This is an optimization exercise on Yosys and OpenROAD, whose aim is small area, not a production implementation. The RTL was checked by simulation tests, not by an equivalence proof against the original design.

build 70:
Design FPU_top_level, start of the top module:
module FPU_top_level
(
 input         clk,
 input         nrst,
 input  [31:0] floating_point1,
 input  [31:0] floating_point2,
 input  [2:0]  frm,
 input  [6:0]  funct7,
 output [31:0] floating_point_out,
 output [4:0]  flags
 );
Size: ~2,500 cells after synthesis, ~110 I/O pins, roughly 19,000 sq um of cells after synthesis.
Settings: LEC_CHECK=0, ABC_AREA=1, CAP_MARGIN=20, CORE_MARGIN=2, CORE_UTILIZATION=40, CTS_BUF_LIST=sky130_fd_sc_hd__clkbuf_8, SLEW_MARGIN=20; clock period 10.0 ns.
standard.sh (not shown) runs the stock make flow with config.mk's settings and CLKGATE_MAP_FILE= SYNTH_SCRIPT=/design/flow/synth_recipe.tcl, a recipe that flattens the netlist after the stock synthesis.
==> flow/flow/run.sh <==
#!/bin/bash
# Own layout flow:
#  1. the standard synthesis (bash standard.sh synth);
#  2. flow/fixinv.py: full-adder polarity clean-up (removes inverters between
#     full adders; registers untouched);
#  3. flow/reabc.tcl: ABC re-maps the other combinational cells for area;
#     cells whose pre-placement slack is below KEEP_NS (flow/slack.tcl,
#     flow/keepmark.py) and all registers and adders are left as they are;
#  4. the standard layout, with the smallest buffer on the ports and without
#     keeping global placement's timing-driven buffers.
# Each step's full output goes to a log file in this folder.
set -euo pipefail
W=$(pwd)
R=$W/orfs/results/$FLOW_PLATFORM/FPU_top_level/base
export PLATFORM_DIR=$FLOW_HOME/platforms/$FLOW_PLATFORM
export LIB=$PLATFORM_DIR/lib/sky130_fd_sc_hd__tt_025C_1v80.lib
KEEP_NS=${KEEP_NS:-1.0}

bash standard.sh synth > synth.log 2>&1

cp "$R/1_2_yosys.v" "$W/1_2_yosys.standard.v"
python3 flow/fixinv.py "$W/1_2_yosys.standard.v" "$W/1_2_yosys.fixinv.v" > fixinv.log 2>&1
NETIN=$W/1_2_yosys.fixinv.v SLACKOUT=$W/slack.txt \
  openroad -no_init -exit flow/slack.tcl > slack.log 2>&1
python3 flow/keepmark.py mark "$W/1_2_yosys.fixinv.v" "$W/slack.txt" "$KEEP_NS" "$W/1_2_yosys.marked.v" > keepmark.log 2>&1
NETIN=$W/1_2_yosys.marked.v NETOUT=$W/1_2_yosys.reabc_marked.v \
  ABC_SCRIPT='+strash;dch;map,-a;topo;upsize;dnsize' \
  yosys -c flow/reabc.tcl > reabc.log 2>&1
python3 flow/keepmark.py unmark "$W/1_2_yosys.reabc_marked.v" "$W/1_2_yosys.reabc.v" >> keepmark.log 2>&1
cp "$W/1_2_yosys.reabc.v" "$R/1_2_yosys.v"
rm -f "$R/1_synth.odb" "$R/1_synth.sdc"

export BUFFER_PORTS_ARGS="-buffer_cell sky130_fd_sc_hd__buf_1"
export GPL_KEEP_OVERFLOW=0
bash standard.sh finish > layout.log 2>&1
==> flow/flow/reabc.tcl <==
# Re-map the combinational logic of the standard netlist for area.  Registers
# and full/half adders stay as they are (black boxes); every other cell is
# read as its liberty function and mapped again by ABC.
yosys read_liberty -ignore_miss_func $::env(LIB)
yosys blackbox sky130_fd_sc_hd__dfxtp_1 sky130_fd_sc_hd__dfrtp_1 sky130_fd_sc_hd__fa_1 sky130_fd_sc_hd__ha_1 sky130_fd_sc_hd__conb_1
yosys read_verilog $::env(NETIN)
yosys hierarchy -top $::env(FLOW_TOP)
yosys flatten
yosys opt -purge
yosys abc -liberty $::env(LIB) -dont_use sky130_fd_sc_hd__lpflow_bleeder_1 -dont_use sky130_fd_sc_hd__lpflow_clkbufkapwr_1 -dont_use sky130_fd_sc_hd__lpflow_clkbufkapwr_16 -dont_use sky130_fd_sc_hd__lpflow_clkbufkapwr_2 -dont_use sky130_fd_sc_hd__lpflow_clkbufkapwr_4 -dont_use sky130_fd_sc_hd__lpflow_clkbufkapwr_8 -dont_use sky130_fd_sc_hd__lpflow_clkinvkapwr_1 -dont_use sky130_fd_sc_hd__lpflow_clkinvkapwr_16 -dont_use sky130_fd_sc_hd__lpflow_clkinvkapwr_2 -dont_use sky130_fd_sc_hd__lpflow_clkinvkapwr_4 -dont_use sky130_fd_sc_hd__lpflow_clkinvkapwr_8 -dont_use sky130_fd_sc_hd__lpflow_decapkapwr_12 -dont_use sky130_fd_sc_hd__lpflow_decapkapwr_3 -dont_use sky130_fd_sc_hd__lpflow_decapkapwr_4 -dont_use sky130_fd_sc_hd__lpflow_decapkapwr_6 -dont_use sky130_fd_sc_hd__lpflow_decapkapwr_8 -dont_use sky130_fd_sc_hd__lpflow_inputiso0n_1 -dont_use sky130_fd_sc_hd__lpflow_inputiso0p_1 -dont_use sky130_fd_sc_hd__lpflow_inputiso1n_1 -dont_use sky130_fd_sc_hd__lpflow_inputiso1p_1 -dont_use sky130_fd_sc_hd__lpflow_inputisolatch_1 -dont_use sky130_fd_sc_hd__lpflow_isobufsrc_1 -dont_use sky130_fd_sc_hd__lpflow_isobufsrc_16 -dont_use sky130_fd_sc_hd__lpflow_isobufsrc_2 -dont_use sky130_fd_sc_hd__lpflow_isobufsrc_4 -dont_use sky130_fd_sc_hd__lpflow_isobufsrc_8 -dont_use sky130_fd_sc_hd__lpflow_isobufsrckapwr_16 -dont_use sky130_fd_sc_hd__lpflow_lsbuf_lh_hl_isowell_tap_1 -dont_use sky130_fd_sc_hd__lpflow_lsbuf_lh_hl_isowell_tap_2 -dont_use sky130_fd_sc_hd__lpflow_lsbuf_lh_hl_isowell_tap_4 -dont_use sky130_fd_sc_hd__lpflow_lsbuf_lh_isowell_4 -dont_use sky130_fd_sc_hd__lpflow_lsbuf_lh_isowell_tap_1 -dont_use sky130_fd_sc_hd__lpflow_lsbuf_lh_isowell_tap_2 -dont_use sky130_fd_sc_hd__lpflow_lsbuf_lh_isowell_tap_4 -dont_use sky130_fd_sc_hd__probe_p_8 -dont_use sky130_fd_sc_hd__probec_p_8  -script $::env(ABC_SCRIPT)
yosys opt_clean -purge
yosys rename -hide w:* i:* o:* %u %d
yosys rename -hide c:* t:sky130_fd_sc_hd__df* %d
yosys stat -liberty $::env(LIB)
yosys write_verilog -noattr $::env(NETOUT)
Other scripts of this flow, unchanged in this note and not shown: flow/flow/fixinv.py, flow/flow/keepmark.py, flow/flow/slack.tcl
Inputs modified between build 70 and build 83:
Settings: CTS_BUF_LIST removed (was sky130_fd_sc_hd__clkbuf_8); PLACE_DENSITY newly set to 0.75.
Notes after the runs:
Summary of build 83 over build 70: final critical-path setup slack higher, area used by multi-input combinational logic lower, routing usage on met3 up 0.69 points, area after synthesis neither gained nor lost much.
Build 83 ended with more final design area excluding fillers than build 70.
Cell count: build 83 vs build 70, no meaningful difference
Relative to build 70, layout overhead on the synthesized area has gone up in build 83.
Changes in build 62 relative to build 83:
Settings: clearing PLACE_DENSITY, which used to be 0.75.
diff --git a/flow/flow/run.sh b/flow/flow/run.sh
--- a/flow/flow/run.sh
+++ b/flow/flow/run.sh
@@ -17 +17 @@
-KEEP_NS=${KEEP_NS:-1.0}
+KEEP_NS=${KEEP_NS:-1.5}
==> run summary <==
Build 83 -> build 62: wire length of the first global-routing pass increased by a little under 10%. In build 62, proportion of final cell area spent on non-clock buffers is lower than in build 83. Relative to build 83, via-per-instance ratio has increased by 0.42% in build 62.
The inputs of build 4 differ from those of build 62 as listed below.
diff --git a/flow/flow/run.sh b/flow/flow/run.sh
--- a/flow/flow/run.sh
+++ b/flow/flow/run.sh
@@ -17 +17 @@
-KEEP_NS=${KEEP_NS:-1.5}
+KEEP_NS=${KEEP_NS:-2.0}
--- outcome ---
- Relative to build 62, the net count reported at finish of build 4 is higher by 0.80%.
## Diff of input files: build 25 against build 4
Settings: CORE_UTILIZATION now 50, was 40.
diff --git a/flow/flow/run.sh b/flow/flow/run.sh
--- a/flow/flow/run.sh
+++ b/flow/flow/run.sh
@@ -17 +17 @@
-KEEP_NS=${KEEP_NS:-2.0}
+KEEP_NS=${KEEP_NS:-1.0}
--- outcome ---
- Having completed the whole flow, build 25 delivered a layout that passed the timing, design-rule and antenna checks.
- Layout overhead on the synthesized area came out higher on build 25 than on build 4.
- Compared build 25 vs build 4, and share of cell area taken by multi-input logic gates is up in build 25.
- | fmax | build 25 vs build 4 | ≈ equal |
- Against build 4, build 25 reports a post-route minimum period that is lower.
- Taking build 4 as the reference, in build 25 global-route usage moved up, slack of the critical path rose by 0.012 ns.
- Delta (build 25 minus build 4): critical path depth higher; register cell area after layout roughly the same.
### build 25 -> build 52
Settings: changing CORE_UTILIZATION from 50 to 40.
diff --git a/flow/flow/run.sh b/flow/flow/run.sh
--- a/flow/flow/run.sh
+++ b/flow/flow/run.sh
@@ -27 +27 @@
-  ABC_SCRIPT='+strash;dch;map,-a;topo;upsize;dnsize' \
+  ABC_SCRIPT='+strash;dch;map,-a;topo;buffer;upsize;dnsize' \
--- outcome ---
- Build 52 against build 25: number of nets in the layout went up; number of standard cells in the layout, taps in and fillers out went up; wire length went up.
- The worst setup path startpoint comes out r2_t[25] in one run and r1_small[2] in the other, namely in build 52 and build 25 respectively.

========
== red ==
Another version of the RTL of FPU_top_level (not shown whole).
For scale: roughly 2500 cells after synthesis, roughly 110 I/O pins, about 19000 um^2 of cells after synthesis.
==> flow/config.mk <==
export PLATFORM = sky130hd
export DESIGN_NAME = FPU_top_level
export DESIGN_NICKNAME = FPU_top_level
export VERILOG_FILES = /design/flow/design.v
export SDC_FILE = /design/flow/constraint.sdc
export NUM_CORES = 4
export LEC_CHECK = 0
export ABC_AREA = 1
export CAP_MARGIN = 20
export CORE_MARGIN = 2
export CORE_UTILIZATION = 40
export SLEW_MARGIN = 20
==> flow/constraint.sdc <==
create_clock -name core_clock -period 10.0 [get_ports {clk}]
set_input_delay 2.0000 -clock core_clock [delete_from_list [all_inputs] [get_ports {clk}]]
set_output_delay 2.0000 -clock core_clock [all_outputs]
set_load 0.01 [all_outputs]
==> flow/flow/run.sh <==
#!/bin/bash
# Own layout flow: the standard synthesis; full-adder polarity clean-up of the
# netlist (flow/fixinv.py); an area re-mapping of the other combinational
# cells with ABC (flow/reabc.tcl; registers and adders untouched); then the
# standard layout with the smallest buffer on the ports.  Each step's full
# output goes to a log file in this folder.
set -euo pipefail
W=$(pwd)
R=$W/orfs/results/$FLOW_PLATFORM/FPU_top_level/base
export LIB=$FLOW_HOME/platforms/$FLOW_PLATFORM/lib/sky130_fd_sc_hd__tt_025C_1v80.lib

bash standard.sh synth > synth.log 2>&1

cp "$R/1_2_yosys.v" "$W/1_2_yosys.standard.v"
python3 flow/fixinv.py "$W/1_2_yosys.standard.v" "$W/1_2_yosys.fixinv.v" > fixinv.log 2>&1
NETIN=$W/1_2_yosys.fixinv.v NETOUT=$W/1_2_yosys.reabc.v \
  ABC_SCRIPT='+strash;dch;map,-a;topo;upsize;dnsize' \
  yosys -c flow/reabc.tcl > reabc.log 2>&1
cp "$W/1_2_yosys.reabc.v" "$R/1_2_yosys.v"
rm -f "$R/1_synth.odb" "$R/1_synth.sdc"

export BUFFER_PORTS_ARGS="-buffer_cell sky130_fd_sc_hd__buf_1"
export GPL_KEEP_OVERFLOW=0
bash standard.sh finish > layout.log 2>&1
Scripts as last shown in full above: flow/flow/reabc.tcl
Other scripts of this flow, unchanged in this note and not shown: flow/flow/fixinv.py
--- input diff red..blue ---
--- a/flow/flow/run.sh
+++ b/flow/flow/run.sh
@@ -23 +22,0 @@
-export GPL_KEEP_OVERFLOW=0
==> run summary <==
Multi-input logic portion of the cell area was higher in red than in blue.
blue ended up with dfrtp_4 as its cell type of the slowest stage on the worst timing path; red ended up with dfxtp_1.
blue reports its end point of the critical path as r2_t[24] while red reports r2_t[25].
Taking red as the reference, in blue fraction of final layout cells sized beyond drive strength 1 went up by 0.32 points, minimum clock period went down by 0.15 ns, area added between synthesis and finish went up by 0.72 points, multi-input combinational cell count went down by 0.34%.

## port drivers added, routing unchanged
In the flow no input, the clock included, has a driving cell. The finished layouts below were timed again as built, in two steps.
Step 1 assumes that a clkbuf_16 drives the clock port and a buf_2 every other input.
Step 2, shift: input delay + t, output delay - t, t = (earliest + latest rising clock arrival at the registers) / 2. This alone moves slack from input paths to output paths.
Slacks: ideal ports / drivers / drivers and shift; pairs: ideal ports / drivers.
| run | shift t [ns] | slack for setup (ns) | hold slack, ns | cell pins on the clock port's net |
|---|---|---|---|---|
| build 70 | 0.467 | 0.393 / 0.372 / 0.393 | 0.341 / 0.341 / 0.341 | 1 |
| build 83 | 0.416 | 0.414 / 0.414 / 0.414 | 0.338 / 0.338 / 0.338 | 1 |
| build 62 | 0.456 | 0.315 / 0.270 / 0.315 | 0.332 / 0.332 / 0.332 | 1 |
| build 4 | 0.413 | 0.287 / 0.287 / 0.287 | 0.332 / 0.332 / 0.332 | 1 |
| build 25 | 0.425 | 0.299 / 0.277 / 0.299 | 0.331 / 0.331 / 0.331 | 1 |
| build 52 | 0.419 | 0.444 / 0.394 / 0.459 | 0.331 / 0.331 / 0.331 | 1 |
| red | 0.432 | 0.456 / 0.456 / 0.456 | 0.332 / 0.332 / 0.332 | 1 |
| blue | 0.429 | 0.603 / 0.603 / 0.603 | 0.331 / 0.331 / 0.331 | 1 |
After both steps every run listed still meets setup and hold.
